From an optimization exercise on the open Yosys and OpenROAD flow, aimed at small area; shortcuts taken in it are not production practice.
Only simulation tests tie the RTL to the original design; equivalence was not proved.

## flow/design.v (module list and top-level ports; edited modules follow where they fit)
// module dds_mul2: 1016 lines
// module dds_angle_0: 13 lines
// module dds_angle_1: 18 lines
// module dds_angle_2: 18 lines
// module dds_angle_3: 18 lines
// module dds_angle_4: 18 lines
// module dds_angle_5: 15 lines
// module dds_xy_table: 74 lines
// module dds_addsub: 17 lines
// module dds_sine: 91 lines
// module dds_tone: 37 lines
// module dds_fa: 10 lines
// module dds_ha: 9 lines
// module dds_rca: 18 lines
// module tx_dds: 70 lines
module tx_dds (
  input           clk,
  input           dac_dds_format,
  input           dac_data_sync,
  input           dac_valid,
  input   [15:0]  tone_1_scale,
  input   [15:0]  tone_2_scale,
  input   [15:0]  tone_1_init_offset,
  input   [15:0]  tone_2_init_offset,
  input   [15:0]  tone_1_freq_word,
  input   [15:0]  tone_2_freq_word,
  output  [11:0]  dac_dds_data
);
  // ...
==> flow/run.sh <==
#!/bin/bash
# synth_recipe.tcl (not shown) runs the flow's synth.tcl, then flattens the netlist and writes it again
# the make line also repeats each setting of config.mk as NAME=value (left out here)
make -C /OpenROAD-flow-scripts/flow DESIGN_CONFIG=/design/flow/config.mk WORK_HOME=/design/flow/orfs CLKGATE_MAP_FILE= SYNTH_SCRIPT=/design/flow/synth_recipe.tcl finish
==> flow/config.mk <==
export PLATFORM = sky130hd
export DESIGN_NAME = tx_dds
export DESIGN_NICKNAME = tx_dds
export VERILOG_FILES = /design/flow/design.v
export SDC_FILE = /design/flow/constraint.sdc
export NUM_CORES = 4
export LEC_CHECK = 0
export ABC_AREA = 1
export CAP_MARGIN = 20
export CORE_MARGIN = 2
export CORE_UTILIZATION = 40
export CTS_BUF_LIST = sky130_fd_sc_hd__clkbuf_8
export CTS_CLUSTER_DIAMETER = 50
export CTS_CLUSTER_SIZE = 20
export SLEW_MARGIN = 20
==> flow/constraint.sdc <==
create_clock -name core_clock -period 7.0 [get_ports {clk}]
set_input_delay 1.4000 -clock core_clock [delete_from_list [all_inputs] [get_ports {clk}]]
set_output_delay 1.4000 -clock core_clock [all_outputs]
set_load 0.01 [all_outputs]
==> results.yml, run 1 <==
synthesis:
  synthArstFlopShare: 0
  yosysMostFrequentCell: "dfxtp_1"
  yosys-mux-area-fraction: 0.0002560
  synth_top_cell_area_share: 0.3750
  syn_area_mm2: 0.04399
  synth_compound_area_frac: 0.08633
  syn-instance-count: 4240
  synth-edff-count: 0
  synth_fa_ha_area_frac: 0.2990
route:
  route.detailed.drc: 0
outcome:
  status: "timing/DRC/antenna clean"
critical_path:
  worst-path-stages: 26
  cp-startpoint: "i_tone_0.a0[10]$_DFF_P_"
  reg2reg_slack_ns: 0.47
  crit_end: "i_tone_0.a1[8]$_DFF_P_"
timing:
  tns_ns: 0
layout:
  largest_reg_flops: 72
  fillers: 10374
  top_register: "dly"
  seqCellArea_mm2: 0.01650
cts:
  clk_latency_ns: 0.73
  clockBufferDepth: 3
worst_hold_path:
  hold-path-endpoint: "i_tone_1.i_sine.m1_d[3]$_DFF_P_"
die:
  core_area_mm2: 0.1090
==> module tx_dds, before the edit <==
module tx_dds (
  input           clk,
  input           dac_dds_format,
  input           dac_data_sync,
  input           dac_valid,
  input   [15:0]  tone_1_scale,
  input   [15:0]  tone_2_scale,
  input   [15:0]  tone_1_init_offset,
  input   [15:0]  tone_2_init_offset,
  input   [15:0]  tone_1_freq_word,
  input   [15:0]  tone_2_freq_word,
  output  [11:0]  dac_dds_data
);
  reg         sync_m;
  reg         sync_pulse;
  reg  [15:0] incr_0;
  reg  [15:0] incr_1;
  reg  [15:0] phase_0;
  reg  [15:0] phase_1;
  always @(posedge clk) begin
    sync_m <= dac_data_sync;
    sync_pulse <= sync_m & ~dac_data_sync;
    incr_0 <= tone_1_freq_word;
    incr_1 <= tone_2_freq_word;
    if (dac_data_sync) begin
      phase_0 <= 16'd0;
      phase_1 <= 16'd0;
    end else if (sync_pulse) begin
      phase_0 <= tone_1_init_offset;
      phase_1 <= tone_2_init_offset;
    end else if (dac_valid) begin
      phase_0 <= phase_0 + incr_0;
      phase_1 <= phase_1 + incr_1;
    end
  end
  wire zero = dac_data_sync | sync_pulse;
  wire [13:0] sine_0;
  wire [13:0] sine_1;
  wire [15:0] scale_0;
  wire [15:0] scale_1;
  dds_tone i_tone_0 (.clk (clk), .zero (zero), .phase (phase_0[15:3]),
                     .scale (tone_1_scale), .sine (sine_0), .scale_d (scale_0));
  dds_tone i_tone_1 (.clk (clk), .zero (zero), .phase (phase_1[15:3]),
                     .scale (tone_2_scale), .sine (sine_1), .scale_d (scale_1));
  wire [13:0] qa_s;
  wire [13:0] qb_s;
  dds_mul2 i_mul (.a0 (sine_0), .b0 (scale_0), .a1 (sine_1), .b1 (scale_1),
                  .qa (qa_s), .qb (qb_s));
  reg  [13:0] qa;
  reg  [13:0] qb;
  reg  [13:0] sum;
  always @(posedge clk) begin
    qa <= qa_s;
    qb <= qb_s;
  end
  wire [13:0] sum_s;
  dds_rca #(.W(14)) i_sum (.a (qa), .b (qb), .ci (1'b0), .s (sum_s));
  always @(posedge clk) sum <= sum_s;
  wire [11:0] rnd;
  dds_rca #(.W(12)) i_rnd (.a (sum[13:2]), .b (12'd0), .ci (sum[13] & (sum[1] | sum[0])), .s (rnd));
  reg  [12*6-1:0] dly;
  reg  [11:0] fmt;
  reg  [11:0] out;
  always @(posedge clk) begin
    dly <= {dly[12*5-1:0], rnd};
    fmt <= {dly[12*6-1] ^ dac_dds_format, dly[12*6-2:12*5]};
    out <= fmt;
  end
  assign dac_dds_data = out;
endmodule
==> run 2, diff against run 1 <==
--- a/flow/design.v
+++ b/flow/design.v
@@ -1376,6 +1376,36 @@
   endgenerate
 endmodule
 `timescale 1ns/100ps
+module dds_phase_add (
+  input  [15:0] a,
+  input  [15:0] b,
+  output [15:0] s
+);
+  wire [12:0] c;
+  assign c[0] = 1'b0;
+  genvar k;
+  generate
+    for (k = 0; k < 12; k = k + 1) begin : g_lo
+      assign s[k] = a[k] ^ b[k] ^ c[k];
+      assign c[k+1] = (a[k] & b[k]) | (c[k] & (a[k] ^ b[k]));
+    end
+  endgenerate
+  wire [4:0] c0;
+  wire [4:0] c1;
+  wire [3:0] s0;
+  wire [3:0] s1;
+  assign c0[0] = 1'b0;
+  assign c1[0] = 1'b1;
+  generate
+    for (k = 0; k < 4; k = k + 1) begin : g_hi
+      assign s0[k] = a[12+k] ^ b[12+k] ^ c0[k];
+      assign c0[k+1] = (a[12+k] & b[12+k]) | (c0[k] & (a[12+k] ^ b[12+k]));
+      assign s1[k] = a[12+k] ^ b[12+k] ^ c1[k];
+      assign c1[k+1] = (a[12+k] & b[12+k]) | (c1[k] & (a[12+k] ^ b[12+k]));
+    end
+  endgenerate
+  assign s[15:12] = c[12] ? s1 : s0;
+endmodule
 `timescale 1ns/100ps
 module tx_dds (
   input           clk,
@@ -1396,6 +1426,10 @@
   reg  [15:0] incr_1;
   reg  [15:0] phase_0;
   reg  [15:0] phase_1;
+  wire [15:0] phase_0_s;
+  wire [15:0] phase_1_s;
+  dds_phase_add i_add_0 (.a (phase_0), .b (incr_0), .s (phase_0_s));
+  dds_phase_add i_add_1 (.a (phase_1), .b (incr_1), .s (phase_1_s));
   always @(posedge clk) begin
     sync_m <= dac_data_sync;
     sync_pulse <= sync_m & ~dac_data_sync;
@@ -1408,8 +1442,8 @@
       phase_0 <= tone_1_init_offset;
       phase_1 <= tone_2_init_offset;
     end else if (dac_valid) begin
-      phase_0 <= phase_0 + incr_0;
-      phase_1 <= phase_1 + incr_1;
+      phase_0 <= phase_0_s;
+      phase_1 <= phase_1_s;
     end
   end
   wire zero = dac_data_sync | sync_pulse;
==> flow/flow/run.sh (new file) <==
#!/bin/bash
# Layout with the standard flow (standard.sh), unchanged synthesis, with
# two placement/CTS options set through ORFS's own variables:
#  - port buffers use the smallest buffer (buf_1) instead of clkdlybuf4s50_1;
#  - clock tree with clkbuf_8 and larger sink clusters, without dummy loads.
set -euo pipefail
cd "$(dirname "$0")/.."
bash standard.sh synth > synth.log 2>&1
export BUFFER_PORTS_ARGS="-buffer_cell sky130_fd_sc_hd__buf_1"
export CTS_ARGS="-sink_clustering_enable -repair_clock_nets -dont_use_dummy_load -buf_list sky130_fd_sc_hd__clkbuf_16 -sink_clustering_size 36 -sink_clustering_max_diameter 60"
bash standard.sh > layout.log 2>&1
==> flow/standard.sh (new file) <==
#!/bin/bash
# synth_recipe.tcl (not shown) runs the flow's synth.tcl, then flattens the netlist and writes it again
# the make line also repeats each setting of config.mk as NAME=value (left out here)
make -C /OpenROAD-flow-scripts/flow DESIGN_CONFIG=/design/flow/config.mk WORK_HOME=/design/flow/orfs CLKGATE_MAP_FILE= SYNTH_SCRIPT=/design/flow/synth_recipe.tcl "${@:-finish}"
--- a/flow/config.mk
+++ b/flow/config.mk
@@ -9,7 +9,4 @@
 export CAP_MARGIN = 20
 export CORE_MARGIN = 2
 export CORE_UTILIZATION = 40
-export CTS_BUF_LIST = sky130_fd_sc_hd__clkbuf_8
-export CTS_CLUSTER_DIAMETER = 50
-export CTS_CLUSTER_SIZE = 20
 export SLEW_MARGIN = 20
removed: flow/run.sh
==> results.yml, run 2 <==
critical_path:
  path_class: "register to register"
  cp_max_fo: 2
  reg2reg_from: "incr_0[0]$_DFF_P_"
  cp_num_buf_inv: 2
  crit_path_start_kind: "register"
  path_cells: "ha_1 -> inv_1 -> fa_1 -> inv_1 -> fa_1 -> fa_1 -> fa_2 -> fa_1 -> fa_2 -> fa_2 -> fa_2 -> fa_2 -> fa_2 -> fa_1 -> nor2_1 -> a21oi_1 -> fa_1 -> fa_2 -> xnor2_2 -> xor2_1 -> nand2_1 -> a31oi_1"
  max_stage_delay_ns: 0.47
  reg2reg_depth: 22
  crit_arrival_ns: 7.27
  path_common_cell: "fa_2"
  crit_slowest_cell: "fa_1"
  critical-path-top-delay-family: "adder cells"
  critical_path_required_ns: 7.57
  crit_path_end_kind: "register"
  reg2reg_slack_ns: 0.30
  r2r-end: "phase_0[15]$_SDFFE_PP0P_"
timing:
  fin_crit_ns: 6.696
  finalClockSkew_ns: 0.1164
  tns_ns: 0
  hold_violations: 0
  finalSetupViolCount: 0
  fin_ws_ns: 0.3039
  max_slew_margin: 0.3637
  clock.fmax_mhz: 149.3
  whs_ns: 0.2661
  fin_crit_sh: 0.9566
  tightest_slew_ns: 0.9477
  finalMaxSlewViolations: 0
  rsz0062_at_grt: "no"
grt:
  track_usage: 0.1475
  grt_overflow: 0
  grt_pass1_vias: 27024
  grt_pass1_wl_mm: 134.9
  antenna_found_initial: 0
  grt_max_degree: 47
route:
  drtPass1Iterations: 6
  ant_nets: 0
  wl_per_cell_um: 14.35
  via_count: 26034
  wl_mm: 80.88
  route.detailed.drc: 0
  drtIter0Drc: 1360
  viasPerCell: 4.618
layout:
  multi_input_area_mm2: 0.02359
  finalInstanceArea_mm2: 0.04701
  final_common_cell: "dfxtp_1"
  drive_above_1_share: 0.04499
  largest_reg_flops: 72
  fillers: 10377
  top_register: "dly"
  layout.nets: 5037
  seqCellArea_mm2: 0.01650
  most-common-layout-cells: "dfxtp_1, inv_1, fa_1"
  syn_to_final_growth_pct: 7.886
  antenna_cells: 0
placement:
  port_buffers: 111
  postPlaceCellArea_mm2: 0.04557
  place_ws_ns: -0.1732
  gp_congestion: 0.8940
  place.detailed.hpwl_mm: 62.81
cts:
  path_clk_slew_ns: 0.12
  cts_buffers: 55
  cts_setup_buffers: 0
  clk_latency_ns: 0.66
  tritoncts: "done"
  hold_buffers: 0
  clockBufferDepth: 3
  htree_levels: 2
  clock_sinks: 824
  root_buffer: "clkbuf_16"
synthesis:
  synthArstFlopShare: 0
  syn_area_mm2: 0.04357
  synth_common_cells: "dfxtp_1, inv_1, fa_1"
  synth_top_cell_area_share: 0.3786
  synthesis.nets: 4964
  synth-seq-area-share: 0.3786
  yosysMostFrequentCell: "dfxtp_1"
  ys.flop_type: "dfxtp_1"
  syn-instance-count: 4152
  ys_ff_latch: 824
  synth-edff-count: 0
  synthTopCellsByArea: "dfxtp_1, fa_1, xor2_1, inv_1, ha_1"
  yosysWarningCount: 4
  yosysTopAreaCell: "dfxtp_1"
  netlist-cell-type-count: 49
  syn_area_per_cell_um2: 10.49
die:
  core_area_mm2: 0.1084
  die_w_um: 334.0
  die_h_um: 334.0
  dieArea_mm2: 0.1116
  initial_core_util: 0.4019
  num_io_pins: 112
  rows: 121
outcome:
  status: "timing/DRC/antenna clean"
worst_hold_path:
  hold-path-endpoint: "dly[17]$_DFF_P_"
  hp-class: "register to register"
  whs_path_depth: 0
  min-delay-start: "dly[5]$_DFF_P_"
job:
  cap_violations: 0
[run 2: cell count changes after synthesis, moves of 11 or more]
cell and change:
clkbuf_1 -17, o21ai_1 -17, a21oi_1 -21, fa_1 +24, buf_4 +11, a31oi_1 -21, nand2_1 +11, ha_1 -24
[run 2: cells by family (layout without fill, tap and decap cells)]
logic type | after synthesis | count (layout) | share of synthesized area
xor+xnor | 474 | 474 | 0.09528
simple gates | 680 | 680 | 0.06237
fa+ha+maj | 712 | 712 | 0.3060
compound gates | 549 | 549 | 0.07541
flops | 824 | 824 | 0.3786
mux | 2 | 2 | 0.0005169
buf+inv | 911 | 982 | 0.08184
[run 2: worst max path at each step]
stage | from | cells after the start | end
global route | i_tone_0.a0[10]$_DFF_P_ | 25 | i_tone_0.a1[8]$_DFF_P_
global placement | incr_0[0]$_DFF_P_ | 22 | phase_0[15]$_SDFFE_PP0P_
detailed placement | phase_1[0]$_SDFFE_PP0P_ | 22 | phase_1[15]$_SDFFE_PP0P_
CTS | incr_0[0]$_DFF_P_ | 22 | phase_0[15]$_SDFFE_PP0P_
floorplan | i_tone_1.a0[10]$_DFF_P_ | 26 | i_tone_1.a1[8]$_DFF_P_
finish | incr_0[0]$_DFF_P_ | 22 | phase_0[15]$_SDFFE_PP0P_
[run 2: through the flow]
stage | cells | util
after global placement | 5582 | 0.4204
after global routing | 5637 | 0.4336
final | 5637 | 0.4336
after CTS | 5637 | 0.4332
after detailed placement | 5582 | 0.4204
after floorplan | 4152 | -
[run 2: layout make-up]
cell class,instances,share of cell area
inverter,737,0.05885
timing repair buffer,190,0.02148
multi-input combinational,2417,0.5018
tap,1414,0.03764
clock buffer,55,0.02928
sequential,824,0.3509
[run 2: timing repair]
item,4_1_cts,5_1_grt
gates resized for setup,7,11
setup endpoints to repair,2,6
pin swaps,1,2
[run 2: routing by layer]
metal | vias up | global-route usage | share of wire | wire, um
li1 | 12826 | - | - | -
met1 | 12541 | 0.1757 | 0.41 | 33330
met2 | 555 | 0.2757 | 0.52 | 42080
met3 | 112 | 0.01873 | 0.042 | 3399
met4 | 0 | 0.04332 | 0.026 | 2064
met5 | - | 0 | 0 | 0
==> run 3, diff against run 2 <==
--- a/flow/flow/run.sh
+++ b/flow/flow/run.sh
@@ -7,5 +7,5 @@
 cd "$(dirname "$0")/.."
 bash standard.sh synth > synth.log 2>&1
 export BUFFER_PORTS_ARGS="-buffer_cell sky130_fd_sc_hd__buf_1"
-export CTS_ARGS="-sink_clustering_enable -repair_clock_nets -dont_use_dummy_load -buf_list sky130_fd_sc_hd__clkbuf_16 -sink_clustering_size 36 -sink_clustering_max_diameter 60"
+export CTS_ARGS="-sink_clustering_enable -repair_clock_nets -dont_use_dummy_load -buf_list sky130_fd_sc_hd__clkbuf_8 -sink_clustering_size 20 -sink_clustering_max_diameter 50"
 bash standard.sh > layout.log 2>&1
==> results.yml, run 3 <==
timing:
  tightest_slew_ns: 0.9367
  finalClockSkew_ns: 0.1067
  finalSetupViolCount: 0
  hold_violations: 0
  finalMaxSlewViolations: 0
  tns_ns: 0
  fin_ws_ns: 0.2683
  fin_crit_ns: 6.732
  fin_crit_sh: 0.9617
  max_slew_margin: 0.3710
  whs_ns: 0.2444
  clock.fmax_mhz: 148.6
synthesis:
  yosysMostFrequentCell: "dfxtp_1"
  synthArstFlopShare: 0
  synthTopCellsByArea: "dfxtp_1, fa_1, xor2_1, inv_1, ha_1"
  synthesis.nets: 4964
  syn-instance-count: 4152
  synth-seq-area-share: 0.3786
  syn_area_per_cell_um2: 10.49
  yosysTopAreaCell: "dfxtp_1"
  synth-edff-count: 0
  netlist-cell-type-count: 49
  ys_ff_latch: 824
  synth_common_cells: "dfxtp_1, inv_1, fa_1"
  syn_area_mm2: 0.04357
  yosysWarningCount: 4
  synth_top_cell_area_share: 0.3786
  ys.flop_type: "dfxtp_1"
critical_path:
  r2r-end: "phase_0[15]$_SDFFE_PP0P_"
  reg2reg_slack_ns: 0.27
  crit_arrival_ns: 7.32
  crit_path_start_kind: "register"
  path_class: "register to register"
  cp_max_fo: 2
  critical_path_required_ns: 7.59
  crit_path_end_kind: "register"
  reg2reg_from: "incr_0[0]$_DFF_P_"
  reg2reg_depth: 22
route:
  met3_length_mm: 3.524
  top_layer: "met4"
  wl_mm: 81.45
  wl_met2_mm: 42.07
  route.layer.met1.wl_mm: 33.54
  drtIter0Drc: 1358
  wl_per_cell_um: 14.38
  route.detailed.drc: 0
  viasPerCell: 4.632
  drtPass1Iterations: 6
  ant_nets: 0
  via_count: 26242
die:
  num_io_pins: 112
  rows: 121
  die_w_um: 334.0
  die_h_um: 334.0
  dieArea_mm2: 0.1116
  initial_core_util: 0.4019
  core_area_mm2: 0.1084
worst_hold_path:
  min-delay-start: "i_tone_1.a3[13]$_DFF_P_"
  hold-path-endpoint: "i_tone_1.a4[13]$_DFF_P_"
  hp-class: "register to register"
  whs_path_depth: 0
job:
  cap_violations: 0
layout:
  top_register: "dly"
  most-common-layout-cells: "dfxtp_1, inv_1, fa_1"
  final_common_cell: "dfxtp_1"
  fillers: 10410
  drive_above_1_share: 0.05082
  layout.nets: 5064
  syn_to_final_growth_pct: 7.317
  utilization: 0.4313
  largest_reg_flops: 72
cts:
  clockBufferDepth: 3
  tritoncts: "done"
  clock_sinks: 824
  clk_latency_ns: 0.68
  path_clk_slew_ns: 0.11
  root_buffer: "clkbuf_8"
  htree_levels: 3
  cts_setup_buffers: 0
  cts_buffers: 82
placement:
  gp_congestion: 0.8940
  place_ws_ns: -0.1732
  place.detailed.hpwl_mm: 62.81
  port_buffers: 111
grt:
  grt_max_degree: 47
  track_usage: 0.1487
  grt_overflow: 0
  grt_pass1_wl_mm: 135.4
  antenna_found_initial: 1
  grt_pass1_vias: 27268
outcome:
  status: "timing/DRC/antenna clean"
run 3: cells by family (layout without fill, tap and decap cells):
| family | count (synthesis) | after routing | share of synthesized area |
|---|---|---|---|
| simple gates | 680 | 680 | 0.06237 |
| compound gates | 549 | 549 | 0.07541 |
| xor+xnor | 474 | 474 | 0.09528 |
| fa+ha+maj | 712 | 712 | 0.3060 |
| flops | 824 | 824 | 0.3786 |
| buf+inv | 911 | 1009 | 0.08184 |
| mux | 2 | 2 | 0.0005169 |
| other cells | 0 | 1 | 0 |
run 3: timing repair:
item,in CTS,in global routing
hold buffers,0,0
pin swaps,1,1
setup endpoints to repair,2,7
gates resized for setup,6,11
run 3: how the worst max path moves through the flow:
stage / startpoint / endpoint
floorplan: i_tone_1.a0[10]$_DFF_P_ / i_tone_1.a1[8]$_DFF_P_
global placement: incr_0[0]$_DFF_P_ / phase_0[15]$_SDFFE_PP0P_
detailed placement: phase_1[0]$_SDFFE_PP0P_ / phase_1[15]$_SDFFE_PP0P_
CTS: phase_1[0]$_SDFFE_PP0P_ / phase_1[15]$_SDFFE_PP0P_
global route: incr_0[0]$_DFF_P_ / phase_0[15]$_SDFFE_PP0P_
finish: incr_0[0]$_DFF_P_ / phase_0[15]$_SDFFE_PP0P_
run 3: metrics by stage:
stage | cell area, um^2 | cells
global placement | 45570 | 5582
CTS | 46710 | 5664
finish | 46760 | 5665
global route | 46760 | 5665
floorplan | 43570 | 4152
detailed placement | 45570 | 5582
run 3: final cells by class:
class / instances / area, um^2 / area share
well taps: 1414 / 1769 / 0.03784
multi-input cells: 2417 / 23590 / 0.5044
diodes: 1 / 2.502 / 0.00005352
clock buffers: 82 / 1129 / 0.02414
repair buffers: 190 / 1010 / 0.02159
inverters: 737 / 2766 / 0.05917
flip-flops and latches: 824 / 16500 / 0.3528
run 3: critical path, cell delays in order (launching register included):
cell     delay, ns
dfxtp_1       0.31
ha_1          0.18
inv_1         0.07
fa_1          0.17
inv_1         0.06
fa_1          0.47
fa_2          0.41
fa_1          0.46
fa_2          0.41
fa_2          0.41
fa_1          0.46
fa_2          0.41
fa_2          0.41
fa_2          0.41
fa_1          0.44
nor2_1        0.10
a21oi_1       0.06
fa_1          0.46
fa_2          0.42
xnor2_2       0.15
xor2_1        0.16
nand2_1       0.06
a31oi_1       0.13
run 3: per-layer routing:
metal | up-vias | global-route usage
li1 | 12874 | -
met1 | 12652 | 0.1762
met2 | 581 | 0.2746
met3 | 135 | 0.02238
met4 | 0 | 0.04782
met5 | - | 0
==> module dds_xy_table, before the edit <==
module dds_xy_table (
  input  [5:0] sel,
  output reg [27:0] xy
);
  always @(*) begin
    case (sel)
      6'd0: xy = {14'd15488, 14'd8129};
      6'd1: xy = {14'd122, 14'd8179};
      6'd2: xy = {14'd1131, 14'd8101};
      6'd3: xy = {14'd2131, 14'd7899};
      6'd4: xy = {14'd3035, 14'd7596};
      6'd5: xy = {14'd3957, 14'd7160};
      6'd6: xy = {14'd4811, 14'd6617};
      6'd7: xy = {14'd5597, 14'd5967};
      6'd8: xy = {14'd5967, 14'd5597};
      6'd9: xy = {14'd6617, 14'd4811};
      6'd10: xy = {14'd7160, 14'd3957};
      6'd11: xy = {14'd7596, 14'd3035};
      6'd12: xy = {14'd7899, 14'd2131};
      6'd13: xy = {14'd8101, 14'd1131};
      6'd14: xy = {14'd8179, 14'd122};
      6'd15: xy = {14'd8129, 14'd15488};
      6'd16: xy = {14'd8133, 14'd896};
      6'd17: xy = {14'd8181, 14'd16262};
      6'd18: xy = {14'd8103, 14'd15253};
      6'd19: xy = {14'd7899, 14'd14253};
      6'd20: xy = {14'd7598, 14'd13349};
      6'd21: xy = {14'd7160, 14'd12427};
      6'd22: xy = {14'd6617, 14'd11573};
      6'd23: xy = {14'd5965, 14'd10787};
      6'd24: xy = {14'd5598, 14'd10417};
      6'd25: xy = {14'd4810, 14'd9767};
      6'd26: xy = {14'd3956, 14'd9224};
      6'd27: xy = {14'd3032, 14'd8788};
      6'd28: xy = {14'd2131, 14'd8485};
      6'd29: xy = {14'd1131, 14'd8283};
      6'd30: xy = {14'd121, 14'd8205};
      6'd31: xy = {14'd15485, 14'd8255};
      6'd32: xy = {14'd8255, 14'd15485};
      6'd33: xy = {14'd8205, 14'd121};
      6'd34: xy = {14'd8283, 14'd1131};
      6'd35: xy = {14'd8485, 14'd2131};
      6'd36: xy = {14'd8788, 14'd3032};
      6'd37: xy = {14'd9224, 14'd3956};
      6'd38: xy = {14'd9767, 14'd4810};
      6'd39: xy = {14'd10417, 14'd5598};
      6'd40: xy = {14'd10787, 14'd5965};
      6'd41: xy = {14'd11573, 14'd6617};
      6'd42: xy = {14'd12427, 14'd7160};
      6'd43: xy = {14'd13349, 14'd7598};
      6'd44: xy = {14'd14253, 14'd7899};
      6'd45: xy = {14'd15253, 14'd8103};
      6'd46: xy = {14'd16262, 14'd8181};
      6'd47: xy = {14'd896, 14'd8133};
      6'd48: xy = {14'd900, 14'd8251};
      6'd49: xy = {14'd16264, 14'd8203};
      6'd50: xy = {14'd15255, 14'd8281};
      6'd51: xy = {14'd14253, 14'd8485};
      6'd52: xy = {14'd13351, 14'd8786};
      6'd53: xy = {14'd12427, 14'd9224};
      6'd54: xy = {14'd11573, 14'd9767};
      6'd55: xy = {14'd10785, 14'd10419};
      6'd56: xy = {14'd10419, 14'd10785};
      6'd57: xy = {14'd9767, 14'd11573};
      6'd58: xy = {14'd9224, 14'd12427};
      6'd59: xy = {14'd8786, 14'd13351};
      6'd60: xy = {14'd8485, 14'd14253};
      6'd61: xy = {14'd8281, 14'd15255};
      6'd62: xy = {14'd8203, 14'd16264};
      6'd63: xy = {14'd8251, 14'd900};
      default: xy = 28'd0;
    endcase
  end
endmodule
==> run 4, diff against run 3 <==
--- a/flow/design.v
+++ b/flow/design.v
@@ -1119,77 +1119,64 @@
 `timescale 1ns/100ps
 module dds_xy_table (
   input  [5:0] sel,
-  output reg [27:0] xy
+  output [27:0] xy
 );
-  always @(*) begin
-    case (sel)
-      6'd0: xy = {14'd15488, 14'd8129};
-      6'd1: xy = {14'd122, 14'd8179};
-      6'd2: xy = {14'd1131, 14'd8101};
-      6'd3: xy = {14'd2131, 14'd7899};
-      6'd4: xy = {14'd3035, 14'd7596};
-      6'd5: xy = {14'd3957, 14'd7160};
-      6'd6: xy = {14'd4811, 14'd6617};
-      6'd7: xy = {14'd5597, 14'd5967};
-      6'd8: xy = {14'd5967, 14'd5597};
-      6'd9: xy = {14'd6617, 14'd4811};
-      6'd10: xy = {14'd7160, 14'd3957};
-      6'd11: xy = {14'd7596, 14'd3035};
-      6'd12: xy = {14'd7899, 14'd2131};
-      6'd13: xy = {14'd8101, 14'd1131};
-      6'd14: xy = {14'd8179, 14'd122};
-      6'd15: xy = {14'd8129, 14'd15488};
-      6'd16: xy = {14'd8133, 14'd896};
-      6'd17: xy = {14'd8181, 14'd16262};
-      6'd18: xy = {14'd8103, 14'd15253};
-      6'd19: xy = {14'd7899, 14'd14253};
-      6'd20: xy = {14'd7598, 14'd13349};
-      6'd21: xy = {14'd7160, 14'd12427};
-      6'd22: xy = {14'd6617, 14'd11573};
-      6'd23: xy = {14'd5965, 14'd10787};
-      6'd24: xy = {14'd5598, 14'd10417};
-      6'd25: xy = {14'd4810, 14'd9767};
-      6'd26: xy = {14'd3956, 14'd9224};
-      6'd27: xy = {14'd3032, 14'd8788};
-      6'd28: xy = {14'd2131, 14'd8485};
-      6'd29: xy = {14'd1131, 14'd8283};
-      6'd30: xy = {14'd121, 14'd8205};
-      6'd31: xy = {14'd15485, 14'd8255};
-      6'd32: xy = {14'd8255, 14'd15485};
-      6'd33: xy = {14'd8205, 14'd121};
-      6'd34: xy = {14'd8283, 14'd1131};
-      6'd35: xy = {14'd8485, 14'd2131};
-      6'd36: xy = {14'd8788, 14'd3032};
-      6'd37: xy = {14'd9224, 14'd3956};
-      6'd38: xy = {14'd9767, 14'd4810};
-      6'd39: xy = {14'd10417, 14'd5598};
-      6'd40: xy = {14'd10787, 14'd5965};
-      6'd41: xy = {14'd11573, 14'd6617};
-      6'd42: xy = {14'd12427, 14'd7160};
-      6'd43: xy = {14'd13349, 14'd7598};
-      6'd44: xy = {14'd14253, 14'd7899};
-      6'd45: xy = {14'd15253, 14'd8103};
-      6'd46: xy = {14'd16262, 14'd8181};
-      6'd47: xy = {14'd896, 14'd8133};
-      6'd48: xy = {14'd900, 14'd8251};
-      6'd49: xy = {14'd16264, 14'd8203};
-      6'd50: xy = {14'd15255, 14'd8281};
-      6'd51: xy = {14'd14253, 14'd8485};
-      6'd52: xy = {14'd13351, 14'd8786};
-      6'd53: xy = {14'd12427, 14'd9224};
-      6'd54: xy = {14'd11573, 14'd9767};
-      6'd55: xy = {14'd10785, 14'd10419};
-      6'd56: xy = {14'd10419, 14'd10785};
-      6'd57: xy = {14'd9767, 14'd11573};
-      6'd58: xy = {14'd9224, 14'd12427};
-      6'd59: xy = {14'd8786, 14'd13351};
-      6'd60: xy = {14'd8485, 14'd14253};
-      6'd61: xy = {14'd8281, 14'd15255};
-      6'd62: xy = {14'd8203, 14'd16264};
-      6'd63: xy = {14'd8251, 14'd900};
-      default: xy = 28'd0;
-    endcase
-  end
+  wire [63:0] m0 = 64'h3fcff30ff3fc3fcf;
+  assign xy[0] = m0[sel];
+  wire [63:0] m1 = 64'h2cd338cca2a27a8a;
+  assign xy[1] = m1[sel];
+  wire [63:0] m2 = 64'hba48e9a1da5e0594;
+  assign xy[2] = m2[sel];
+  wire [63:0] m3 = 64'h54271fd7e4286bf8;
+  assign xy[3] = m3[sel];
+  wire [63:0] m4 = 64'h229556bba9445d6a;
+  assign xy[4] = m4[sel];
+  wire [63:0] m5 = 64'h1bc96c2793d86436;
+  assign xy[5] = m5[sel];
+  wire [63:0] m6 = 64'h0014d7ff28007feb;
+  assign xy[6] = m6[sel];
+  wire [63:0] m7 = 64'hf480fed0012f8b7f;
+  assign xy[7] = m7[sel];
+  wire [63:0] m8 = 64'hf208efb0104f0df7;
+  assign xy[8] = m8[sel];
+  wire [63:0] m9 = 64'hf150f5700a8f0eaf;
+  assign xy[9] = m9[sel];
+  wire [63:0] m10 = 64'h5a60f9a5065aa59f;
+  assign xy[10] = m10[sel];
+  wire [63:0] m11 = 64'h6380fe3901c69c7f;
+  assign xy[11] = m11[sel];
+  wire [63:0] m12 = 64'h7c00ffc1003e83ff;
+  assign xy[12] = m12[sel];
+  wire [63:0] m13 = 64'h7fff0001fffe8000;
+  assign xy[13] = m13[sel];
+  wire [63:0] m14 = 64'hf3fc3fcff0cff3fc;
+  assign xy[14] = m14[sel];
+  wire [63:0] m15 = 64'hcb344545331c515e;
+  assign xy[15] = m15[sel];
+  wire [63:0] m16 = 64'h125d7a5b859729a0;
+  assign xy[16] = m16[sel];
+  wire [63:0] m17 = 64'he42a1427ebf81fd6;
+  assign xy[17] = m17[sel];
+  wire [63:0] m18 = 64'ha9442295dd6a56ba;
+  assign xy[18] = m18[sel];
+  wire [63:0] m19 = 64'h93d81bc9e4366c26;
+  assign xy[19] = m19[sel];
+  wire [63:0] m20 = 64'h28000014ffebd7fe;
+  assign xy[20] = m20[sel];
+  wire [63:0] m21 = 64'h012ff4800b7ffed1;
+  assign xy[21] = m21[sel];
+  wire [63:0] m22 = 64'h104ff2080df7efb0;
+  assign xy[22] = m22[sel];
+  wire [63:0] m23 = 64'h0a8ff1500eaff570;
+  assign xy[23] = m23[sel];
+  wire [63:0] m24 = 64'h065a5a60a59ff9a5;
+  assign xy[24] = m24[sel];
+  wire [63:0] m25 = 64'h01c663809c7ffe39;
+  assign xy[25] = m25[sel];
+  wire [63:0] m26 = 64'h003e7c0083ffffc1;
+  assign xy[26] = m26[sel];
+  wire [63:0] m27 = 64'hfffe7fff80000001;
+  assign xy[27] = m27[sel];
 endmodule
 module dds_addsub (
   input  [13:0] a,
==> flow/flow/run.sh (replaced) <==
#!/bin/bash
# Layout with the standard flow (standard.sh), unchanged synthesis, with
# two placement/CTS options set through ORFS's own variables:
#  - port buffers use the smallest buffer (buf_1) instead of clkdlybuf4s50_1;
#  - clock tree with clkbuf_16 and larger sink clusters, without dummy loads.
set -euo pipefail
cd "$(dirname "$0")/.."
bash standard.sh synth > synth.log 2>&1
export BUFFER_PORTS_ARGS="-buffer_cell sky130_fd_sc_hd__buf_1"
export CTS_ARGS="-sink_clustering_enable -repair_clock_nets -dont_use_dummy_load -buf_list sky130_fd_sc_hd__clkbuf_16 -sink_clustering_size 30 -sink_clustering_max_diameter 60"
bash standard.sh > layout.log 2>&1
==> results.yml, run 4 <==
cts:
  htree_levels: 2
  clockBufferDepth: 3
  clk_latency_ns: 0.64
  path_clk_slew_ns: 0.10
  root_buffer: "clkbuf_16"
  clock_sinks: 780
  tritoncts: "done"
  cts_buffers: 51
die:
  core_area_mm2: 0.1054
  num_io_pins: 112
  dieArea_mm2: 0.1090
  initial_core_util: 0.4035
  rows: 119
  die_w_um: 330.1
  die_h_um: 330.1
layout:
  syn_to_final_growth_pct: 7.924
  final_common_cell: "dfxtp_1"
  seqCellArea_mm2: 0.01562
  largest_reg_flops: 72
  most-common-layout-cells: "dfxtp_1, inv_1, fa_1"
  multi_input_area_mm2: 0.02346
  drive_above_1_share: 0.05145
  fillers: 10213
  top_register: "dly"
  layout.nets: 4961
route:
  drtPass1Iterations: 17
  route.detailed.drc: 0
  wl_mm: 78.97
  drtIter0Drc: 1320
  ant_nets: 0
  via_count: 25667
  viasPerCell: 4.624
  wl_per_cell_um: 14.23
critical_path:
  crit_arrival_ns: 7.22
  reg2reg_slack_ns: 0.29
  crit_path_end_kind: "register"
  critical_path_required_ns: 7.52
  path_class: "register to register"
  cp_max_fo: 2
  crit_path_start_kind: "register"
grt:
  grt_overflow: 0
  grt_pass1_vias: 26662
  grt_pass1_wl_mm: 131.9
  antenna_found_initial: 1
  track_usage: 0.1485
  grt_max_degree: 45
timing:
  clock.fmax_mhz: 149.1
  fin_crit_sh: 0.9580
  finalSetupViolCount: 0
  tns_ns: 0
  rsz0062_at_grt: "no"
  fin_crit_ns: 6.706
  finalMaxSlewViolations: 0
  tightest_slew_ns: 0.9237
  finalClockSkew_ns: 0.1081
  max_slew_margin: 0.3797
  hold_violations: 0
synthesis:
  synth_top_cell_area_share: 0.3671
  netlist-cell-type-count: 57
  synthesis.nets: 4883
  synthArstFlopShare: 0
  syn_area_mm2: 0.04254
  synth_common_cells: "dfxtp_1, inv_1, fa_1"
  synth-seq-area-share: 0.3671
  syn_area_per_cell_um2: 10.42
  ys.flop_type: "dfxtp_1"
  yosysWarningCount: 3
  synth-edff-count: 0
  yosysTopAreaCell: "dfxtp_1"
  syn-instance-count: 4083
  ys_ff_latch: 780
  yosysMostFrequentCell: "dfxtp_1"
  synthTopCellsByArea: "dfxtp_1, fa_1, xor2_1, inv_1, nand2_1"
job:
  cap_violations: 0
placement:
  gp_congestion: 0.8880
  port_buffers: 111
  place.detailed.hpwl_mm: 62.15
outcome:
  status: "timing/DRC/antenna clean"
worst_hold_path:
  hp-class: "register to register"
[run 4: worst paths after layout]
kind | start | endpoint | depth (start not counted)
hold reg to reg | dly[11]$_DFF_P_ | dly[23]$_DFF_P_ | 0
hold / removal | dly[11]$_DFF_P_ | dly[23]$_DFF_P_ | 0
setup / recovery | phase_0[0]$_SDFFE_PP0P_ | phase_0[15]$_SDFFE_PP0P_ | 22
setup reg to reg | phase_0[0]$_SDFFE_PP0P_ | phase_0[15]$_SDFFE_PP0P_ | 22
[run 4: final cells by class]
cell class                 instances  share of cell area
inverter                         736             0.06045
timing repair buffer             194             0.02265
antenna                            1          0.00005451
tap                             1391             0.03791
clock buffer                      51             0.02780
multi-input combinational       2398              0.5110
sequential                       780              0.3401
[run 4: layer usage]
metal / global-route usage / routed length, um / vias to the layer above
met3: 0.01778 / 3339 / 109
li1: - / - / 12601
met1: 0.1786 / 32450 / 12408
met4: 0.03994 / 1853 / 2
met2: 0.2782 / 41320 / 547
met5: 0 / 13 / -
[run 4: critical path, stage by stage (launching register included)]
cell     delay (ns)
dfxtp_1        0.32
ha_1           0.17
inv_1          0.07
fa_1           0.19
inv_1          0.06
fa_1           0.45
fa_2           0.41
fa_2           0.41
fa_2           0.41
fa_2           0.41
fa_2           0.40
fa_1           0.46
fa_2           0.40
fa_1           0.46
fa_2           0.40
nor2_1         0.09
a21oi_1        0.06
fa_1           0.46
fa_1           0.44
xnor2_1        0.17
xor2_1         0.15
nand2_1        0.07
a31oi_1        0.14
[run 4: logic make-up after synthesis]
group                      after synthesis  synth area share
buffers and inverters                  905           0.08295
DFF                                    780            0.3671
and+or+nand+nor                        701           0.06747
adders and majority gates              700            0.3098
AOI/OAI and AO/OA                      522           0.07415
xor gates and xnor gates               475           0.09851
[run 4: what timing repair did]
| item | in CTS | in global routing |
|---|---|---|
| setup endpoints to repair | 2 | 5 |
| pin swaps | 1 | 2 |
| buffers inserted | 0 | 0 |
| gates cloned | 0 | 0 |
| resized for setup | 5 | 11 |
| hold buffers | 0 | 0 |
[run 4: stage by stage]
step / hold slack, ns / utilization / instances / cell area [um^2] / worst slack, ns
2_1_floorplan: 0.3096 / - / 4083 / 42540 / 0.08633
3_3_place_gp: 0.3098 / 0.4229 / 5499 / 44590 / -0.1020
3_5_place_dp: 0.3121 / 0.4229 / 5499 / 44590 / -0.1368
4_1_cts: 0.2931 / 0.4352 / 5550 / 45870 / 0.002095
5_1_grt: 0.2968 / 0.4355 / 5550 / 45910 / 0.02084
6_report: 0.2911 / 0.4355 / 5551 / 45910 / 0.2938
==> run 5, diff against run 4 <==
--- a/flow/config.mk
+++ b/flow/config.mk
@@ -8,5 +8,5 @@
 export ABC_AREA = 1
 export CAP_MARGIN = 20
 export CORE_MARGIN = 2
-export CORE_UTILIZATION = 40
+export CORE_UTILIZATION = 60
 export SLEW_MARGIN = 20
==> results.yml, run 5 <==
layout:
  utilization: 0.6459
  final_common_cell: "dfxtp_1"
  top_register: "dly"
  fillers: 5786
  largest_reg_flops: 72
  multi_input_area_mm2: 0.02349
  seqCellArea_mm2: 0.01562
  antenna_cells: 0
  syn_to_final_growth_pct: 6.515
  drive_above_1_share: 0.04963
  layout.nets: 4953
  most-common-layout-cells: "dfxtp_1, inv_1, fa_1"
timing:
  max_slew_margin: 0.3722
  fin_crit_ns: 6.719
  finalSetupViolCount: 0
  tightest_slew_ns: 0.9349
  finalClockSkew_ns: 0.05585
  finalMaxSlewViolations: 0
  hold_violations: 0
  fin_crit_sh: 0.9599
  clock.fmax_mhz: 148.8
  rsz0062_at_grt: "no"
  fin_ws_ns: 0.2810
synthesis:
  synth-seq-area-share: 0.3671
  synthesis.nets: 4883
  synthTopCellsByArea: "dfxtp_1, fa_1, xor2_1, inv_1, nand2_1"
  netlist-cell-type-count: 57
  syn_area_mm2: 0.04254
  ys.flop_type: "dfxtp_1"
  syn_area_per_cell_um2: 10.42
  yosysMostFrequentCell: "dfxtp_1"
  synth-edff-count: 0
  yosysTopAreaCell: "dfxtp_1"
  syn-instance-count: 4083
  synth_common_cells: "dfxtp_1, inv_1, fa_1"
  synth_top_cell_area_share: 0.3671
  synthArstFlopShare: 0
  yosysWarningCount: 3
  ys_ff_latch: 780
grt:
  grt_overflow: 0
  track_usage: 0.2254
  antenna_found_initial: 0
  grt_max_degree: 45
  grt_pass1_wl_mm: 134.1
  grt_pass1_vias: 26796
placement:
  port_buffers: 111
  place_ws_ns: -0.1649
  gp_congestion: 0.9140
  place.detailed.hpwl_mm: 61.60
die:
  die_h_um: 270.3
  initial_core_util: 0.6064
  die_w_um: 270.3
  dieArea_mm2: 0.07304
  num_io_pins: 112
  rows: 97
  core_area_mm2: 0.07015
cts:
  tritoncts: "done"
  clk_latency_ns: 0.61
  cts_buffers: 51
  hold_buffers: 0
  htree_levels: 2
  path_clk_slew_ns: 0.10
  root_buffer: "clkbuf_16"
  clockBufferDepth: 3
  cts_setup_buffers: 0
  clock_sinks: 780
critical_path:
  critical_path_required_ns: 7.56
  crit_arrival_ns: 7.28
  max_stage_delay_ns: 0.46
  path_cells: "ha_1 -> inv_1 -> fa_1 -> inv_1 -> fa_1 -> fa_2 -> fa_2 -> fa_2 -> fa_2 -> fa_2 -> fa_2 -> fa_1 -> fa_1 -> fa_1 -> nor2_1 -> a21oi_1 -> fa_1 -> fa_1 -> xnor2_1 -> xor2_1 -> nand2_1 -> a31oi_1"
  crit_path_end_kind: "register"
  path_class: "register to register"
  path_common_cell: "fa_1"
  crit_slowest_cell: "fa_1"
  crit_path_start_kind: "register"
  cp_num_buf_inv: 2
  cp_max_fo: 2
  critical-path-top-delay-family: "adder cells"
job:
  cap_violations: 0
route:
  ant_nets: 0
  drtIter0Drc: 1596
  viasPerCell: 5.086
  via_count: 25894
  wl_per_cell_um: 15.53
  wl_mm: 79.09
  route.detailed.drc: 0
  drtPass1Iterations: 6
outcome:
  status: "timing/DRC/antenna clean"
worst_hold_path:
  hp-class: "register to register"
run 5: per-layer routing:
metal | up-vias | part of all wire | global-route usage
met4 | 0 | 0.027 | 0.06499
li1 | 12601 | - | -
met5 | - | 0 | 0
met2 | 682 | 0.50 | 0.3935
met1 | 12475 | 0.43 | 0.2973
met3 | 136 | 0.050 | 0.02640
run 5: final timing paths:
| path | start | slack (ns) | cells past startpoint | end |
|---|---|---|---|---|
| worst max-delay path | incr_1[0]$_DFF_P_ | 0.28 | 22 | phase_1[15]$_SDFFE_PP0P_ |
| worst min-delay path | i_tone_1.a4[4]$_DFF_P_ | 0.30 | 0 | i_tone_1.dl[3]$_DFF_P_ |
| worst max register to register | incr_1[0]$_DFF_P_ | 0.28 | 22 | phase_1[15]$_SDFFE_PP0P_ |
| worst min register to register | i_tone_1.a4[4]$_DFF_P_ | 0.30 | 0 | i_tone_1.dl[3]$_DFF_P_ |
run 5: kinds of logic (layout without fill, tap and decap cells):
kind of cell	Yosys count	after routing	share of synthesized area
flops	780	780	0.3671
simple gates	701	701	0.06747
xor+xnor	475	475	0.09851
compound gates	522	522	0.07415
fa+ha+maj	700	700	0.3098
buf+inv	905	973	0.08295
run 5: cell type report:
class / count / share of cell area
Multi-Input combinational cell: 2398 / 0.5184
Tap cell: 940 / 0.02596
Clock buffer: 51 / 0.02817
Timing Repair Buffer: 186 / 0.02162
Inverter: 736 / 0.06125
Sequential cell: 780 / 0.3446
run 5: repair_timing:
item	4_1_cts	5_1_grt
resized for setup	5	11
endpoints found under the setup margin	2	4
pin swaps	1	2
cloned	0	0
run 5: metrics by stage:
| stage | instance area (um^2) | hold slack [ns] | std cells | setup TNS, ns |
|---|---|---|---|---|
| 2_1_floorplan | 42540 | 0.3096 | 4083 | 0 |
| 3_3_place_gp | 43960 | 0.3100 | 5040 | -0.08073 |
| 4_1_cts | 45250 | 0.3032 | 5091 | 0 |
| 6_report | 45310 | 0.3035 | 5091 | 0 |
| 5_1_grt | 45310 | 0.3025 | 5091 | 0 |
| 3_5_place_dp | 43960 | 0.3121 | 5040 | -0.2734 |
run 5: worst register-to-register path: stages (launching register included):
cell,delay (ns)
dfxtp_1,0.32
ha_1,0.18
inv_1,0.08
fa_1,0.17
inv_1,0.05
fa_1,0.45
fa_2,0.41
fa_2,0.40
fa_2,0.40
fa_2,0.41
fa_2,0.41
fa_2,0.40
fa_1,0.46
fa_1,0.46
fa_1,0.44
nor2_1,0.10
a21oi_1,0.07
fa_1,0.45
fa_1,0.44
xnor2_1,0.18
xor2_1,0.16
nand2_1,0.06
a31oi_1,0.13
==> run 6, diff against run 5 <==
==> flow/flow/run.sh (replaced) <==
#!/bin/bash
# Layout with the standard flow (standard.sh), unchanged synthesis, with
# two placement/CTS options set through ORFS's own variables:
#  - port buffers use the smallest buffer (buf_1) instead of clkdlybuf4s50_1;
#  - clock tree with clkbuf_8 and larger sink clusters, without dummy loads.
set -euo pipefail
cd "$(dirname "$0")/.."
bash standard.sh synth > synth.log 2>&1
export BUFFER_PORTS_ARGS="-buffer_cell sky130_fd_sc_hd__buf_1"
export CTS_ARGS="-sink_clustering_enable -repair_clock_nets -dont_use_dummy_load -buf_list sky130_fd_sc_hd__clkbuf_8 -sink_clustering_size 20 -sink_clustering_max_diameter 50"
bash standard.sh > layout.log 2>&1
--- a/flow/config.mk
+++ b/flow/config.mk
@@ -8,5 +8,5 @@
 export ABC_AREA = 1
 export CAP_MARGIN = 20
 export CORE_MARGIN = 2
-export CORE_UTILIZATION = 60
+export CORE_UTILIZATION = 40
 export SLEW_MARGIN = 20
==> results.yml, run 6 <==
route:
  wl_mm: 79.09
  ant_nets: 0
  wl_per_cell_um: 14.17
  route.detailed.drc: 0
  drtPass1Iterations: 16
  via_count: 25683
  viasPerCell: 4.602
  drtIter0Drc: 1375
timing:
  fin_crit_sh: 0.9525
  max_slew_margin: 0.3797
  finalMaxSlewViolations: 0
  finalSetupViolCount: 0
  fin_ws_ns: 0.3324
  finalClockSkew_ns: 0.1093
  hold_violations: 0
  tightest_slew_ns: 0.9239
  rsz0062_at_grt: "no"
  fin_crit_ns: 6.668
  whs_ns: 0.2741
  clock.fmax_mhz: 150.0
die:
  rows: 119
  core_area_mm2: 0.1054
  die_h_um: 330.1
  num_io_pins: 112
  dieArea_mm2: 0.1090
  initial_core_util: 0.4035
  die_w_um: 330.1
placement:
  place.detailed.hpwl_mm: 62.15
  postPlaceCellArea_mm2: 0.04459
  port_buffers: 111
  gp_congestion: 0.8880
  place_ws_ns: -0.1368
synthesis:
  syn_area_mm2: 0.04254
  synth-edff-count: 0
  yosysTopAreaCell: "dfxtp_1"
  syn-instance-count: 4083
  synthArstFlopShare: 0
  ys_ff_latch: 780
  syn_area_per_cell_um2: 10.42
  netlist-cell-type-count: 57
  synth-seq-area-share: 0.3671
  ys.flop_type: "dfxtp_1"
  synth_common_cells: "dfxtp_1, inv_1, fa_1"
  synth_top_cell_area_share: 0.3671
  yosysMostFrequentCell: "dfxtp_1"
  yosysWarningCount: 3
  synthTopCellsByArea: "dfxtp_1, fa_1, xor2_1, inv_1, nand2_1"
  synthesis.nets: 4883
grt:
  grt_pass1_wl_mm: 132.2
  grt_pass1_vias: 26830
  track_usage: 0.1495
  grt_max_degree: 45
  grt_overflow: 0
  antenna_found_initial: 2
cts:
  clockBufferDepth: 3
  hold_buffers: 0
  root_buffer: "clkbuf_8"
  path_clk_slew_ns: 0.10
  cts_setup_buffers: 0
  clock_sinks: 780
  clk_latency_ns: 0.70
  tritoncts: "done"
  htree_levels: 3
  cts_buffers: 77
outcome:
  status: "timing/DRC/antenna clean"
layout:
  largest_reg_flops: 72
  top_register: "dly"
  most-common-layout-cells: "dfxtp_1, inv_1, fa_1"
  finalInstanceArea_mm2: 0.04571
  syn_to_final_growth_pct: 7.445
  fillers: 10234
  drive_above_1_share: 0.05759
  layout.nets: 4987
  utilization: 0.4336
  final_common_cell: "dfxtp_1"
critical_path:
  critical-path-top-delay-family: "adder cells"
  crit_slowest_cell: "fa_1"
  path_class: "register to register"
  cp_max_fo: 2
  crit_arrival_ns: 7.22
  cp_num_buf_inv: 2
  crit_path_start_kind: "register"
  max_stage_delay_ns: 0.47
  crit_path_end_kind: "register"
  critical_path_required_ns: 7.55
  path_common_cell: "fa_2"
  path_cells: "ha_1 -> inv_1 -> fa_1 -> inv_1 -> fa_1 -> fa_2 -> fa_2 -> fa_2 -> fa_2 -> fa_2 -> fa_2 -> fa_2 -> fa_1 -> fa_2 -> nor2_1 -> a21oi_1 -> fa_2 -> fa_1 -> xnor2_1 -> xor2_1 -> nand2_1 -> a31oi_1"
job:
  cap_violations: 0
worst_hold_path:
  hp-class: "register to register"
## run 6: cell types whose count changed in the layout (fill, tap and decap cells not counted), sizes merged
cell / previous run / this run
diode: 0 / 5
clkbuf: 51 / 77
buf: 186 / 194
## run 6: stage by stage
stage               setup TNS [ns]  instances
floorplan                        0       4083
global placement           -0.1801       5499
CTS                              0       5576
detailed placement         -0.2428       5499
finish                           0       5581
global route                     0       5580
## run 6: area by class of cell
type | count | area (um^2) | share of cell area
multi-input cells | 2398 | 23460 | 0.5133
flip-flops and latches | 780 | 15620 | 0.3416
inverters | 736 | 2775 | 0.06072
well taps | 1391 | 1740 | 0.03808
clock buffers | 77 | 1060 | 0.02319
repair buffers | 194 | 1040 | 0.02275
diodes | 5 | 12.51 | 0.0002738
## run 6: path summary, 6_finish.rpt
| kind | slack [ns] | to | start | cells after the start |
|---|---|---|---|---|
| max | 0.33 | phase_0[15]$_SDFFE_PP0P_ | phase_0[0]$_SDFFE_PP0P_ | 22 |
| min | 0.27 | i_tone_0.i_sine.m1_d[4]$_DFF_P_ | i_tone_0.i_sine.m0_d[4]$_DFF_P_ | 0 |
| max reg2reg | 0.33 | phase_0[15]$_SDFFE_PP0P_ | phase_0[0]$_SDFFE_PP0P_ | 22 |
| min reg2reg | 0.27 | i_tone_0.i_sine.m1_d[4]$_DFF_P_ | i_tone_0.i_sine.m0_d[4]$_DFF_P_ | 0 |
## run 6: metal layers
layer | share of wire | GRT usage
met1 | 0.41 | 0.1792
met2 | 0.52 | 0.2756
met3 | 0.042 | 0.02252
met4 | 0.024 | 0.04377
met5 | 0.00016 | 0
## run 6: cell families (layout without fill, tap and decap cells)
group / count (synthesis) / after routing / share of synthesized area
XOR/XNOR: 475 / 475 / 0.09851
buffers and inverters: 905 / 1007 / 0.08295
other: 0 / 5 / 0
AO/OA/AOI/OAI: 522 / 522 / 0.07415
adder cells (fa/ha/maj): 700 / 700 / 0.3098
AND/OR/NAND/NOR: 701 / 701 / 0.06747
flip-flops: 780 / 780 / 0.3671
## run 6: timing repair
item / 4_1_cts / 5_1_grt
resized for setup: 6 / 11
setup endpoints to repair: 3 / 5
pin swaps: 2 / 2
hold endpoints to repair: 0 / 0
## run 6: worst reg2reg max path, stage by stage, from the launching register on
cell	delay [ns]
dfxtp_1	0.33
ha_1	0.17
inv_1	0.07
fa_1	0.19
inv_1	0.06
fa_1	0.45
fa_2	0.41
fa_2	0.41
fa_2	0.41
fa_2	0.41
fa_2	0.40
fa_2	0.40
fa_2	0.40
fa_1	0.47
fa_2	0.40
nor2_1	0.10
a21oi_1	0.07
fa_2	0.40
fa_1	0.43
xnor2_1	0.19
xor2_1	0.15
nand2_1	0.07
a31oi_1	0.14
==> run 7, diff against run 6 <==
--- a/flow/config.mk
+++ b/flow/config.mk
@@ -6,7 +6,7 @@
 export NUM_CORES = 4
 export LEC_CHECK = 0
 export ABC_AREA = 1
-export CAP_MARGIN = 20
+export CAP_MARGIN = 5
 export CORE_MARGIN = 2
-export CORE_UTILIZATION = 40
-export SLEW_MARGIN = 20
+export CORE_UTILIZATION = 70
+export SLEW_MARGIN = 5
==> results.yml, run 7 <==
cts:
  path_clk_slew_ns: 0.11
  clk_latency_ns: 0.70
  htree_levels: 3
  clockBufferDepth: 3
  root_buffer: "clkbuf_8"
  cts_buffers: 68
  tritoncts: "done"
  clock_sinks: 780
timing:
  hold_violations: 0
  finalClockSkew_ns: 0.1301
  fin_crit_sh: 0.9555
  fin_crit_ns: 6.688
  finalMaxSlewViolations: 0
  tightest_slew_ns: 1.136
  clock.fmax_mhz: 149.5
  finalSetupViolCount: 0
  max_slew_margin: 0.2387
  fin_ws_ns: 0.3116
  rsz0062_at_grt: "no"
layout:
  final_common_cell: "dfxtp_1"
  finalInstanceArea_mm2: 0.04481
  most-common-layout-cells: "dfxtp_1, inv_1, fa_1"
  syn_to_final_growth_pct: 5.350
  layout.nets: 4979
  drive_above_1_share: 0.05554
  top_register: "dly"
  largest_reg_flops: 72
  fillers: 4317
synthesis:
  ys.flop_type: "dfxtp_1"
  syn_area_mm2: 0.04254
  synthArstFlopShare: 0
  yosysWarningCount: 3
  synth-edff-count: 0
  ys_ff_latch: 780
  yosysTopAreaCell: "dfxtp_1"
  syn_area_per_cell_um2: 10.42
  syn-instance-count: 4083
  synthTopCellsByArea: "dfxtp_1, fa_1, xor2_1, inv_1, nand2_1"
  synth-seq-area-share: 0.3671
  synth_top_cell_area_share: 0.3671
  synth_common_cells: "dfxtp_1, inv_1, fa_1"
  netlist-cell-type-count: 57
  yosysMostFrequentCell: "dfxtp_1"
  synthesis.nets: 4883
critical_path:
  crit_end: "phase_1[15]$_SDFFE_PP0P_"
  cp-startpoint: "incr_1[0]$_DFF_P_"
  reg2reg_slack_ns: 0.31
  crit_slowest_cell: "fa_1"
  path_class: "register to register"
  critical-path-top-delay-family: "adder cells"
  reg2reg_from: "incr_1[0]$_DFF_P_"
  r2r-end: "phase_1[15]$_SDFFE_PP0P_"
  crit_path_start_kind: "register"
  critical_path_required_ns: 7.61
  max_stage_delay_ns: 0.46
  path_cells: "ha_1 -> inv_1 -> fa_1 -> inv_1 -> fa_1 -> fa_2 -> fa_2 -> fa_1 -> fa_2 -> fa_2 -> fa_2 -> fa_2 -> fa_2 -> fa_1 -> nor2_1 -> a21oi_1 -> fa_1 -> fa_1 -> xnor2_1 -> xor2_1 -> nand2_1 -> a31oi_1"
  reg2reg_depth: 22
  path_common_cell: "fa_2"
  crit_arrival_ns: 7.30
  worst-path-stages: 22
  crit_path_end_kind: "register"
  cp_num_buf_inv: 2
  cp_max_fo: 2
job:
  cap_violations: 0
route:
  wl_per_cell_um: 15.96
  via_count: 26299
  wl_mm: 79.20
  drtIter0Drc: 1697
  route.detailed.drc: 0
  viasPerCell: 5.300
  ant_nets: 0
  drtPass1Iterations: 8
placement:
  port_buffers: 111
  postPlaceCellArea_mm2: 0.04383
  place_ws_ns: -0.1411
  place.detailed.hpwl_mm: 61.30
  gp_congestion: 0.9289
die:
  num_io_pins: 112
  die_w_um: 250.5
  dieArea_mm2: 0.06276
  initial_core_util: 0.7061
  die_h_um: 250.5
  rows: 90
  core_area_mm2: 0.06025
worst_hold_path:
  hp-class: "register to register"
  min-delay-start: "dly[61]$_DFF_P_"
outcome:
  status: "timing/DRC/antenna clean"
grt:
  track_usage: 0.2658
  antenna_found_initial: 2
  grt_max_degree: 45
  grt_pass1_wl_mm: 134.1
  grt_pass1_vias: 27729
  grt_overflow: 0
==> run 7: changes by cell type in the layout (fill, tap and decap cells not counted) <==
cell      change
buf_4         +1
xor2_2        -1
xor2_1        +1
clkbuf_8      -9
diode_2       -2
==> run 7: cells by family (layout without fill, tap and decap cells) <==
group                      Yosys count  after routing  share of synthesized area
other                                0              3                          0
and+or+nand+nor                    701            701                    0.06747
AOI/OAI and AO/OA                  522            522                    0.07415
adders and majority gates          700            700                     0.3098
DFF                                780            780                     0.3671
xor gates and xnor gates           475            475                    0.09851
buffers and inverters              905            999                    0.08295
==> run 7: area by class of cell <==
cell class	instances	area (um^2)	area share
Sequential cell	780	15620	0.3484
Timing Repair Buffer	195	1047	0.02337
Multi-Input combinational cell	2398	23460	0.5234
Clock buffer	68	935.9	0.02088
Tap cell	782	978.4	0.02183
Inverter	736	2775	0.06193
Antenna cell	3	7.507	0.0001675
==> run 7: worst register-to-register path: stages (launching register included) <==
cell     delay [ns]
dfxtp_1        0.32
ha_1           0.18
inv_1          0.07
fa_1           0.16
inv_1          0.05
fa_1           0.46
fa_2           0.42
fa_2           0.40
fa_1           0.46
fa_2           0.41
fa_2           0.41
fa_2           0.40
fa_2           0.41
fa_2           0.41
fa_1           0.46
nor2_1         0.12
a21oi_1        0.07
fa_1           0.45
fa_1           0.44
xnor2_1        0.17
xor2_1         0.16
nand2_1        0.07
a31oi_1        0.15
==> run 7: worst min path at each step <==
| stage | to | slack [ns] | depth (start not counted) |
|---|---|---|---|
| final | fmt[1]$_DFF_P_ | 0.28 | 0 |
| after global placement | i_tone_1.a4[13]$_DFF_P_ | 0.31 | 0 |
| after global routing | i_tone_1.a3[8]$_DFF_P_ | 0.30 | 0 |
| after detailed placement | fmt[7]$_DFF_P_ | 0.31 | 0 |
| after CTS | dly[21]$_DFF_P_ | 0.29 | 0 |
| after floorplan | dly[12]$_DFF_P_ | 0.31 | 0 |
==> run 7: what timing repair did <==
item,CTS,global route
resized for setup,6,10
pin swaps,2,4
hold buffers,0,0
setup endpoints to repair,2,4
hold endpoints to repair,0,0
setup buffers,0,0
==> run 7: metal layers <==
metal,GRT usage,wire (um),vias to the layer above
met2,0.4620,39450,866
met3,0.04604,5148,206
li1,-,-,12633
met1,0.3346,31700,12594
met5,0,0,-
met4,0.09906,2899,0
==> run 7: metrics by stage <==
| stage | TNS, ns | hold WS, ns | utilization | cells |
|---|---|---|---|---|
| 6_report | 0 | 0.2825 | 0.7439 | 4962 |
| 5_1_grt | 0 | 0.2954 | 0.7439 | 4962 |
| 4_1_cts | 0 | 0.2874 | 0.7433 | 4959 |
| 3_5_place_dp | -0.2487 | 0.3121 | 0.7275 | 4891 |
| 3_3_place_gp | -0.04391 | 0.3095 | 0.7275 | 4891 |
| 2_1_floorplan | 0 | 0.3096 | - | 4083 |
==> run 8, diff against run 7 <==
--- a/flow/config.mk
+++ b/flow/config.mk
@@ -8,5 +8,5 @@
 export ABC_AREA = 1
 export CAP_MARGIN = 5
 export CORE_MARGIN = 2
-export CORE_UTILIZATION = 70
+export CORE_UTILIZATION = 60
 export SLEW_MARGIN = 5
==> results.yml, run 8 <==
timing:
  hold_violations: 0
  whs_ns: 0.2729
  fin_crit_sh: 0.9616
  tightest_slew_ns: 1.110
  clock.fmax_mhz: 148.6
  finalMaxSlewViolations: 0
  finalSetupViolCount: 0
synthesis:
  yosysTopAreaCell: "dfxtp_1"
  syn_area_mm2: 0.04254
  netlist-cell-type-count: 57
  synth_top_cell_area_share: 0.3671
  synthArstFlopShare: 0
  ys_ff_latch: 780
  syn-instance-count: 4083
  synthesis.nets: 4883
  syn_area_per_cell_um2: 10.42
  synthTopCellsByArea: "dfxtp_1, fa_1, xor2_1, inv_1, nand2_1"
  ys.flop_type: "dfxtp_1"
  synth-edff-count: 0
  yosysWarningCount: 3
  synth_common_cells: "dfxtp_1, inv_1, fa_1"
  synth-seq-area-share: 0.3671
route:
  route.detailed.drc: 0
  ant_nets: 0
  drtPass1Iterations: 6
  via_count: 25902
  wl_per_cell_um: 15.42
  drtIter0Drc: 1488
layout:
  final_common_cell: "dfxtp_1"
  most-common-layout-cells: "dfxtp_1, inv_1, fa_1"
  syn_to_final_growth_pct: 5.965
  fillers: 5840
  layout.nets: 4979
  top_register: "dly"
  drive_above_1_share: 0.05578
  instances_no_fill: 5118
critical_path:
  max_stage_delay_ns: 0.46
  critical-path-top-delay-family: "adder cells"
  reg2reg_from: "incr_1[0]$_DFF_P_"
  path_cells: "ha_1 -> inv_1 -> fa_1 -> inv_1 -> fa_1 -> fa_2 -> fa_2 -> fa_2 -> fa_2 -> fa_2 -> fa_2 -> fa_1 -> fa_1 -> fa_1 -> nor2_1 -> a21oi_1 -> fa_1 -> fa_1 -> xnor2_1 -> xor2_1 -> nand2_1 -> a31oi_1"
  crit_arrival_ns: 7.36
  cp_max_fo: 2
  crit_path_start_kind: "register"
  cp-startpoint: "incr_1[0]$_DFF_P_"
  critical_path_required_ns: 7.63
  path_class: "register to register"
cts:
  clock_sinks: 780
  htree_levels: 3
  cts_buffers: 77
  path_clk_slew_ns: 0.10
  clk_latency_ns: 0.71
  clockBufferDepth: 3
placement:
  dp.cells: 5040
  place.detailed.hpwl_mm: 61.60
  postPlaceCellArea_mm2: 0.04396
  gp_congestion: 0.9140
  port_buffers: 111
job:
  cap_violations: 0
grt:
  grt_max_degree: 45
  grt_overflow: 0
  grt_pass1_vias: 26926
  grt_pass1_wl_mm: 133.9
outcome:
  status: "timing/DRC/antenna clean"
die:
  die_h_um: 270.3
  die_w_um: 270.3
  initial_core_util: 0.6064
  num_io_pins: 112
worst_hold_path:
  hp-class: "register to register"
-- run 8: cell types whose count changed in the layout (fill, tap and decap cells not counted), sizes merged --
| cell | delta |
|---|---|
| buf | -9 |
| clkbuf | +9 |
| diode | -2 |
-- run 8: cell families (layout without fill, tap and decap cells) --
kind of cell               Yosys count  in the layout  synth area share
xor gates and xnor gates           475            475           0.09851
buffers and inverters              905            999           0.08295
DFF                                780            780            0.3671
adders and majority gates          700            700            0.3098
AOI/OAI and AO/OA                  522            522           0.07415
other                                0              1                 0
and+or+nand+nor                    701            701           0.06747
-- run 8: what timing repair did --
action	CTS	global route
gates resized for setup	6	11
endpoints found under the setup margin	2	4
hold buffers	0	0
pin swaps	1	2
-- run 8: worst paths after layout --
check	endpoint	slack, ns	cells after the start
setup reg to reg	phase_1[15]$_SDFFE_PP0P_	0.27	22
hold / removal	i_tone_0.i_sine.m5_d$_DFF_P_	0.27	0
setup / recovery	phase_1[15]$_SDFFE_PP0P_	0.27	22
hold reg to reg	i_tone_0.i_sine.m5_d$_DFF_P_	0.27	0
-- run 8: cell type report --
type | instances | area share
clock buffers | 77 | 0.02351
repair buffers | 186 | 0.02173
multi-input cells | 2398 | 0.5206
well taps | 940 | 0.02609
inverters | 736 | 0.06157
diodes | 1 | 0.00005552
flip-flops and latches | 780 | 0.3464
-- run 8: routing by layer --
metal	vias to the layer above	track usage	share of wire
met5	-	0	0
met4	0	0.07197	0.030
met3	159	0.03121	0.048
met2	671	0.3901	0.49
met1	12433	0.2957	0.43
li1	12639	-	-
-- run 8: per-stage QoR --
step,utilization,setup slack (ns)
after floorplan,-,0.08633
after global placement,0.6267,-0.05395
after detailed placement,0.6267,-0.1649
after CTS,0.6420,0.01795
after global routing,0.6426,-0.01299
final,0.6426,0.2688

==> static timing again, ports no longer ideal <==
No port has a modelled driver above. Below, the same layouts with a new extraction and two added sets of constraints.
Step 1 (the two cells are an assumption about what drives the block):
set clk [get_ports {clk}]
set_driving_cell -lib_cell sky130_fd_sc_hd__clkbuf_16 $clk
set_driving_cell -lib_cell sky130_fd_sc_hd__buf_2 [delete_from_list [all_inputs] $clk]
Step 2 times the ports against the registers' clock, not the clock port: input delays grow and output delays shrink by t, the midpoint of the rising clock arrivals with the driver on.
Slacks: ideal / step 1 / step 2; pairs: ideal / step 1.
run | shift t [ns] | slack for setup (ns) | worst setup path at the end | worst register clock-pin slew, ns
run 1 | 0.768 | 0.475 / 0.475 / 0.475 | register to register | 0.11 / 0.11
run 2 | 0.668 | 0.304 / 0.304 / 0.304 | register to register | 0.12 / 0.12
run 3 | 0.706 | 0.268 / 0.268 / 0.268 | register to register | 0.11 / 0.11
run 4 | 0.653 | 0.294 / 0.294 / 0.294 | register to register | 0.10 / 0.10
run 5 | 0.660 | 0.281 / 0.281 / 0.281 | register to register | 0.10 / 0.10
run 6 | 0.714 | 0.332 / 0.332 / 0.332 | register to register | 0.11 / 0.11
run 7 | 0.695 | 0.312 / 0.312 / 0.312 | register to register | 0.11 / 0.11
run 8 | 0.710 | 0.269 / 0.269 / 0.269 | register to register | 0.11 / 0.11
After both steps setup and hold are still met in every run listed.
